Source: an optimization exercise on an open RTL-to-GDS flow (aim: small area and a short achievable clock period). Production flows keep margins and buffers that such runs may drop. In this exercise RTL edits were held to simulation tests only and were not proved equivalent to the original.

`design/flow/constraint.sdc`:
```
create_clock -name core_clock -period 7.0 [get_ports {clk}]
set_input_delay 1.4000 -clock core_clock [delete_from_list [all_inputs] [get_ports {clk}]]
set_output_delay 1.4000 -clock core_clock [all_outputs]
set_load 0.01 [all_outputs]
```
`design/flow/run.sh`:
```
#!/bin/bash
# synth_recipe.tcl (not shown) runs the flow's synth.tcl, then flattens the netlist and writes it again
# the make line also repeats each setting of config.mk as NAME=value (left out here)
make -C /OpenROAD-flow-scripts/flow DESIGN_CONFIG=/design/flow/config.mk WORK_HOME=/design/flow/orfs CLKGATE_MAP_FILE= SYNTH_SCRIPT=/design/flow/synth_recipe.tcl finish
```
`design/flow/config.mk`:
```
export PLATFORM = sky130hd
export DESIGN_NAME = FLP_multiplier_4
export DESIGN_NICKNAME = FLP_multiplier_4
export VERILOG_FILES = /design/flow/design.v
export SDC_FILE = /design/flow/constraint.sdc
export NUM_CORES = 4
export LEC_CHECK = 0
export CAP_MARGIN = 20
export CORE_MARGIN = 2
export CORE_UTILIZATION = 40
export SETUP_SLACK_MARGIN = 3.0
export SLEW_MARGIN = 20
```
`design/flow/design.v`:
```
module mul_unpack(
    input [31:0] A,
    input [31:0] B,
    output sign_A,          
    output sign_B,
    output [7:0] exp_A,     
    output [7:0] exp_B,
    output [23:0] mant_A,   
    output [23:0] mant_B
);
    assign sign_A = A[31];
    assign sign_B = B[31];
    assign exp_A = A[30:23];
    assign exp_B = B[30:23];
    assign mant_A = {1'b1, A[22:0]};
    assign mant_B = {1'b1, B[22:0]};
endmodule
module sign_multiplication(
    input sign_A,
    input sign_B,
    input [7:0] exp_A,     
    input [7:0] exp_B,
    input [23:0] mant_A,   
    input [23:0] mant_B,
    output [47:0] mant_result,
    output [7:0] exp_result,
    output sign_result
);
    wire [23:0] sign_mant_A, sign_mant_B;
    assign mant_result = mant_A * mant_B;
    assign exp_result = exp_A + exp_B - 8'd127;
    assign sign_result = sign_A ^ sign_B;
endmodule
module mul_normalization(
    input [47:0] mant_conv,
    input [7:0] exp_result,
    output [22:0] mant_norm,
    output [7:0] exp_norm,
    output gaurd_bit,
    output round_bit,
    output sticky_bit
);
    assign mant_norm = mant_conv[47] ? mant_conv[46:24] : mant_conv[45:23];
    assign exp_norm  = mant_conv[47] ? exp_result + 1'b1 : exp_result;
    assign gaurd_bit  = mant_conv[47] ? mant_conv[23] : mant_conv[22];
    assign round_bit  = mant_conv[47] ? mant_conv[22] : mant_conv[21];
    assign sticky_bit  = mant_conv[47] ? mant_conv[21] : mant_conv[20];
endmodule
module mul_rounding(
    input [22:0] mant_norm,
    input round_bit,
    input sticky_bit,
    input gaurd_bit,
    output [22:0] mant_rounded
);
    wire [22:0] temp;
    wire sticky_temp;
    assign sticky_temp = (~mant_norm[0] && sticky_bit ) ? 23'b1 : 23'b0;
    assign mant_rounded = (gaurd_bit) ? 23'b1 + mant_norm : mant_norm;
endmodule
module mul_packing(
    input sign_result,
    input [7:0] exp_norm,
    input [22:0] mant_rounded,
    output [31:0] result
);
    assign result = {sign_result, exp_norm, mant_rounded[22:0]};
endmodule
module FLP_mul(
    input [31:0] A,
    input [31:0] B,
    output [31:0] result
);
    wire sign_A, sign_B, sign_result;
    wire [7:0] exp_A, exp_B, exp_result, exp_norm;
    wire [47:0] mant_result, mant_conv;
    wire [23:0] mant_A, mant_B;
    wire [24:0] mant_A_align, mant_B_align;
    wire [24:0] mant_sum;
    wire [22:0] mant_rounded;
    wire round_bit, sign_norm, sticky_bit, gaurd_bit;
    mul_unpack unpackAB(
        .A(A), .B(B), .sign_A(sign_A), .sign_B(sign_B), .exp_A(exp_A), .exp_B(exp_B), .mant_A(mant_A), .mant_B(mant_B)
    );
    sign_multiplication mulAB(
        .sign_A(sign_A), .sign_B(sign_B), .exp_A(exp_A), .exp_B(exp_B), .mant_A(mant_A), .mant_B(mant_B),
        .mant_result(mant_result), .exp_result(exp_result), .sign_result(sign_result)
    );
    wire [22:0] mant_norm;
    mul_normalization normAB(
        .mant_conv(mant_result), .exp_result(exp_result), 
        .mant_norm(mant_norm), .exp_norm(exp_norm),.gaurd_bit(gaurd_bit), .round_bit(round_bit),.sticky_bit(sticky_bit)
    );
    mul_rounding roundAB(
        .mant_norm(mant_norm),.round_bit(round_bit),.sticky_bit(sticky_bit),.gaurd_bit(gaurd_bit), .mant_rounded(mant_rounded)
    );
    mul_packing packAB(
        .sign_result(sign_result), .exp_norm(exp_norm), .mant_rounded(mant_rounded), .result(result)
    );
endmodule
module D_FF_unpack_mul(
    input sign_A,
    input sign_B,
    input [7:0] exp_A,     
    input [7:0] exp_B,
    input [23:0] mant_A,   
    input [23:0] mant_B,
    input clk,
    output reg sign_A_out,
    output reg sign_B_out,
    output reg [7:0] exp_A_out,     
    output reg [7:0] exp_B_out,
    output reg [23:0] mant_A_out,   
    output reg [23:0] mant_B_out
);
    always @( posedge clk) begin
        sign_A_out <= sign_A;
        sign_B_out <= sign_B;
        mant_A_out <= mant_A;
        mant_B_out <= mant_B;
        exp_A_out <= exp_A;
        exp_B_out <= exp_B;
    end
endmodule
module D_FF_multi(
    input [47:0] mant_result,
    input [7:0] exp_result,
    input sign_result,
    input clk,
    output reg [47:0] mant_result_out,
    output reg [7:0] exp_result_out,
    output reg sign_result_out
);
    always @( posedge clk ) begin
        mant_result_out <= mant_result;
        sign_result_out <= sign_result;
        exp_result_out <= exp_result;
    end
endmodule
module mul_stage3(
    input [47:0] mant_conv,
    input [7:0] exp_result,
    input sign_result,
    output [31:0] result
);
    wire [22:0] mant_norm;
    wire round_bit, sign_norm, sticky_bit, gaurd_bit;
    wire [7:0] exp_norm;
    wire [22:0] mant_rounded;
    mul_normalization normAB(
        .mant_conv(mant_conv), .exp_result(exp_result), 
        .mant_norm(mant_norm), .exp_norm(exp_norm),.gaurd_bit(gaurd_bit), .round_bit(round_bit),.sticky_bit(sticky_bit)
    );
    mul_rounding roundAB(
        .mant_norm(mant_norm),.round_bit(round_bit),.sticky_bit(sticky_bit),.gaurd_bit(gaurd_bit), .mant_rounded(mant_rounded)
    );
    mul_packing packAB(
        .sign_result(sign_result), .exp_norm(exp_norm), .mant_rounded(mant_rounded), .result(result)
    );
endmodule
module FLP_multiplier_4(
    input [31:0] A,
    input [31:0] B,
    input rst,
    input clk,
    output [31:0] result
);
    wire sign_A, sign_B, sign_result, sign_result_out, sign_result_out2;
    wire [7:0] exp_A, exp_B, exp_result, exp_norm, exp_A_out, exp_B_out, exp_result_out, exp_result_out2;
    wire [47:0] mant_result, mant_conv, mant_result_out, mant_result_out2;
    wire [23:0] mant_A, mant_B;
    wire [23:0] mant_A_out, mant_B_out;
    wire [24:0] mant_sum;
    wire [22:0] mant_rounded;
    wire round_bit, sign_norm, sticky_bit, gaurd_bit;
    wire sign_A_out, sign_B_out;
    mul_unpack unpackAB(
        .A(A), .B(B), .sign_A(sign_A), .sign_B(sign_B), .exp_A(exp_A), .exp_B(exp_B), .mant_A(mant_A), .mant_B(mant_B)
    );
    D_FF_unpack_mul pipe1(
        .sign_A(sign_A), .sign_B(sign_B), .exp_A(exp_A), .exp_B(exp_B), .mant_A(mant_A), .mant_B(mant_B), .clk(clk),
        .sign_A_out(sign_A_out), .sign_B_out(sign_B_out), .exp_A_out(exp_A_out), .exp_B_out(exp_B_out), .mant_A_out(mant_A_out), .mant_B_out(mant_B_out)        
    );
    sign_multiplication mulAB(
        .sign_A(sign_A_out), .sign_B(sign_B_out), .exp_A(exp_A_out), .exp_B(exp_B_out), .mant_A(mant_A_out), .mant_B(mant_B_out),
        .mant_result(mant_result), .exp_result(exp_result), .sign_result(sign_result)
    );
    D_FF_multi pipe2(
        .mant_result(mant_result), .exp_result(exp_result), .sign_result(sign_result), .clk(clk),
        .mant_result_out(mant_result_out2), .exp_result_out(exp_result_out2), .sign_result_out(sign_result_out2)
    );
    D_FF_multi pipe3(
        .mant_result(mant_result_out2), .exp_result(exp_result_out2), .sign_result(sign_result_out2), .clk(clk),
        .mant_result_out(mant_result_out), .exp_result_out(exp_result_out), .sign_result_out(sign_result_out)
    );
    wire [22:0] mant_norm;
    mul_stage3 mul_stage3(
        .mant_conv(mant_result_out), .exp_result(exp_result_out), .sign_result(sign_result_out),.result(result)
    );
endmodule
```
==> run summary <==
Run status -> complete, no violations
Post-DP HPWL -> 49180 µm
Worst path most repeated cell -> fa_1
Die width -> 241.3 µm
# DRC -> 0
First-pass GRT wire length -> 102900 µm
Syn Area/Cell -> 9.244 µm²
Vias -> 16930
FP Rows -> 86
Compound-Gate Fraction of Synth Area -> 0.04256
Syn Inst Count -> 2436
Synth Flop Type -> dfxtp_1
RSZ-0062 raised after global routing -> true
WL met1 -> 26670 µm
Vias per cell -> 4.915
Placer Congestion -> 0.8940
Dpl ws -> 92.67 ps
DRT antenna net count -> 0
Highest metal used -> met4
Initial Util -> 0.4064
Critical setup path kind -> reg -> reg
Drt pass-1 iters -> 7
I/O pins -> 98
CTS sink count -> 134
Nets -> 3416
Vias in the first global route -> 18680
Max FO, Critical Path -> 5
Initial antenna violation count -> 1
Die area -> 58210 µm²
GRT Overall Usage -> 0.2372
ANT cells -> 0
Worst Tran Pin Value -> 411.2 ps
Bufs and invs on worst path -> 6
Final worst setup slack -> 334.9 ps
Crit path cell chain -> buf_12 -> buf_12 -> and2_4 -> fa_1 -> fa_1 -> inv_2 -> fa_1 -> inv_2 -> fa_1 -> fa_1 -> fa_1 -> inv_2 -> fa_1 -> inv_2 -> ha_4 -> and3_4 -> nand2_2 -> or4_4 -> a31oi_4 -> a211oi_4 -> a21oi_2 -> o2111a_1 -> nor4_2 -> xnor2_1
Final Slew Violations -> 0
Post-Synth XOR/XNOR Area -> 0.03034
Largest family of logic cells by synthesized area -> adder cells
Final min period -> 6665 ps
Setup clock skew after layout -> 23.71 ps
EDFF count, synth -> 0
Crit end category -> register
Wire per inst -> 18.86 µm
Synthesis Warnings -> 2
F_max -> 150.0 MHz
Synthesized area -> 22520 µm²
Global route total overflow -> 0
Top-count cell post-synth -> inv_1
Worst hold path class -> reg -> reg
Num CTS Buffers -> 17
Startpoint types -> register
Core ar. -> 55420 µm²
CP required -> 7360 ps
Area contributors post-synth -> fa_1, dfxtp_1, ha_1
Slowest cell on the critical path -> or4_4
Pin count of the biggest net entering global routing -> 32
Top post-synthesis cells by count -> inv_1, fa_1, nand2_1
Die Y-Extent -> 241.3 µm
Synth Area in Adders -> 0.5307
Final WL -> 64980 µm
Met2 wire len -> 29910 µm
Area leader, netlist -> fa_1
Share of flip-flops with an asynchronous set or reset -> 0
Clock Path Buffers -> 2
#FFs+latches synth -> 134
Top cell type's share of synthesized area -> 0.4285
Final period util -> 0.9522
H-tree levels -> 4
Syn_nets -> 3168
Max Cap Viol -> 0
Setup TNS -> 0 ps
Final Setup Violations -> 0
Initial drt markers -> 903
Fin. Hold Viols -> 0
Synth Area in Simple Gates -> 0.1527
Clk slew on worst S/H paths -> 90 ps
Max_slew headroom -> 0.7254
Mux contribution to synthesized area -> 0.006001
Netlist cell types -> 60
Critical path's top delay family -> adder cells
CP max stage delay -> 550 ps
Syn-to-layout area delta -> 24.66%
Root buffer cell -> clkbuf_16
CTS tree -> yes
Seq/Total Area, Yosys -> 0.1191
Met3 WL post-DR -> 4515 µm
Share of cells above drive strength 1 -> 0.1865
Clock Latency Late Sink -> 490 ps
WP data arrival -> 7020 ps
Final hold slack -> 301.0 ps
Buffers added on ports -> 96
timing repair:
item	CTS	global route
cloned	7	2
pin swaps	64	43
gates resized for setup	193	69
hold buffers	0	0
buffers inserted	77	16
setup endpoints to repair	47	42
sequential cells by signal, indices dropped and copies added (netlist names):
signal and count:
pipe2.mant_result_out 26, pipe3.mant_result_out 26, pipe1.mant_A_out 23, pipe1.mant_B_out 23
pipe1.exp_A_out 8, pipe1.exp_B_out 8, pipe2.exp_result_out 8, pipe3.exp_result_out 8
pipe1.sign_A_out 1, pipe1.sign_B_out 1, pipe2.sign_result_out 1, pipe3.sign_result_out 1
cell families (layout without fill, tap and decap cells):
family | after synthesis | count (layout)
DFF | 134 | 134
muxes | 13 | 13
xor gates and xnor gates | 78 | 78
and+or+nand+nor | 690 | 690
adders and majority gates | 666 | 666
AOI/OAI and AO/OA | 148 | 148
buffers and inverters | 707 | 968
metrics by stage:
stage	instance area [µm²]	util	std cells
after floorplan	23330	-	2436
after global placement	25670	0.4632	3311
after detailed placement	25670	0.4632	3311
after CTS	27650	0.4989	3427
after global routing	28070	0.5066	3445
final	28070	0.5066	3445
worst paths after layout:
check,start,endpoint,slack [ps],cells after the start
worst max-delay path,pipe1.mant_A_out[19]$_DFF_P_,pipe2.mant_result_out[46]$_DFF_P_,330,24
worst min-delay path,pipe2.mant_result_out[27]$_DFF_P_,pipe3.mant_result_out[27]$_DFF_P_,300,0
worst max register to register,pipe1.mant_A_out[19]$_DFF_P_,pipe2.mant_result_out[46]$_DFF_P_,330,24
worst min register to register,pipe2.mant_result_out[27]$_DFF_P_,pipe3.mant_result_out[27]$_DFF_P_,300,0
layout make-up:
class / instances / area, µm²
Inverter: 593 / 2233
Fill cell: 5126 / 27340
Clock inverter: 15 / 152.6
Clock buffer: 17 / 425.4
Sequential cell: 134 / 2816
Tap cell: 748 / 935.9
Timing Repair Buffer: 343 / 3535
Multi-Input combinational cell: 1595 / 17970
cell usage in the layout (no fill, tap or decap), types with 15 or more instances in the layout:
| cell | n |
|---|---|
| a21o_1 | 23 |
| a21oi_1 | 45 |
| and2_1 | 229 |
| and2_4 | 15 |
| buf_12 | 36 |
| buf_4 | 168 |
| buf_6 | 32 |
| clkbuf_16 | 19 |
| clkdlybuf4s50_1 | 78 |
| dfxtp_1 | 93 |
| dfxtp_4 | 33 |
| fa_1 | 462 |
| fa_2 | 20 |
| ha_1 | 167 |
| ha_4 | 16 |
| inv_1 | 569 |
| inv_2 | 20 |
| nand2_1 | 283 |
| nand3_1 | 21 |
| nor2_1 | 46 |
| xnor2_1 | 44 |
| xor2_1 | 28 |
layer usage:
| layer | up-vias | global-route usage |
|---|---|---|
| li1 | 7632 | - |
| met2 | 619 | 0.3802 |
| met5 | - | 0 |
| met3 | 159 | 0.05401 |
| met4 | 0 | 0.1272 |
| met1 | 8522 | 0.2993 |

what the ideal ports hide:
The flow's constraints put no driver on any port. The routed layout listed below was extracted and timed again, unchanged, in two steps.
Step 1 assumes that a clkbuf_16 drives the clock port and a buf_2 every other input.
Step 2 also shifts input and output timing later by t, the mid clock arrival at the registers, as if the neighbouring blocks saw the same clock.
Slacks: ideal ports / drivers / drivers and shift; pairs: ideal ports / drivers.
t (ns): 0.536
setup slack, ns: 0.335 / 0.335 / 0.335
cell pins on the clock port's net: 1
After both steps setup and hold are still met in this run. The setup slack of this run moves by 0.000 ns with the drivers and by 0.000 ns with both steps.
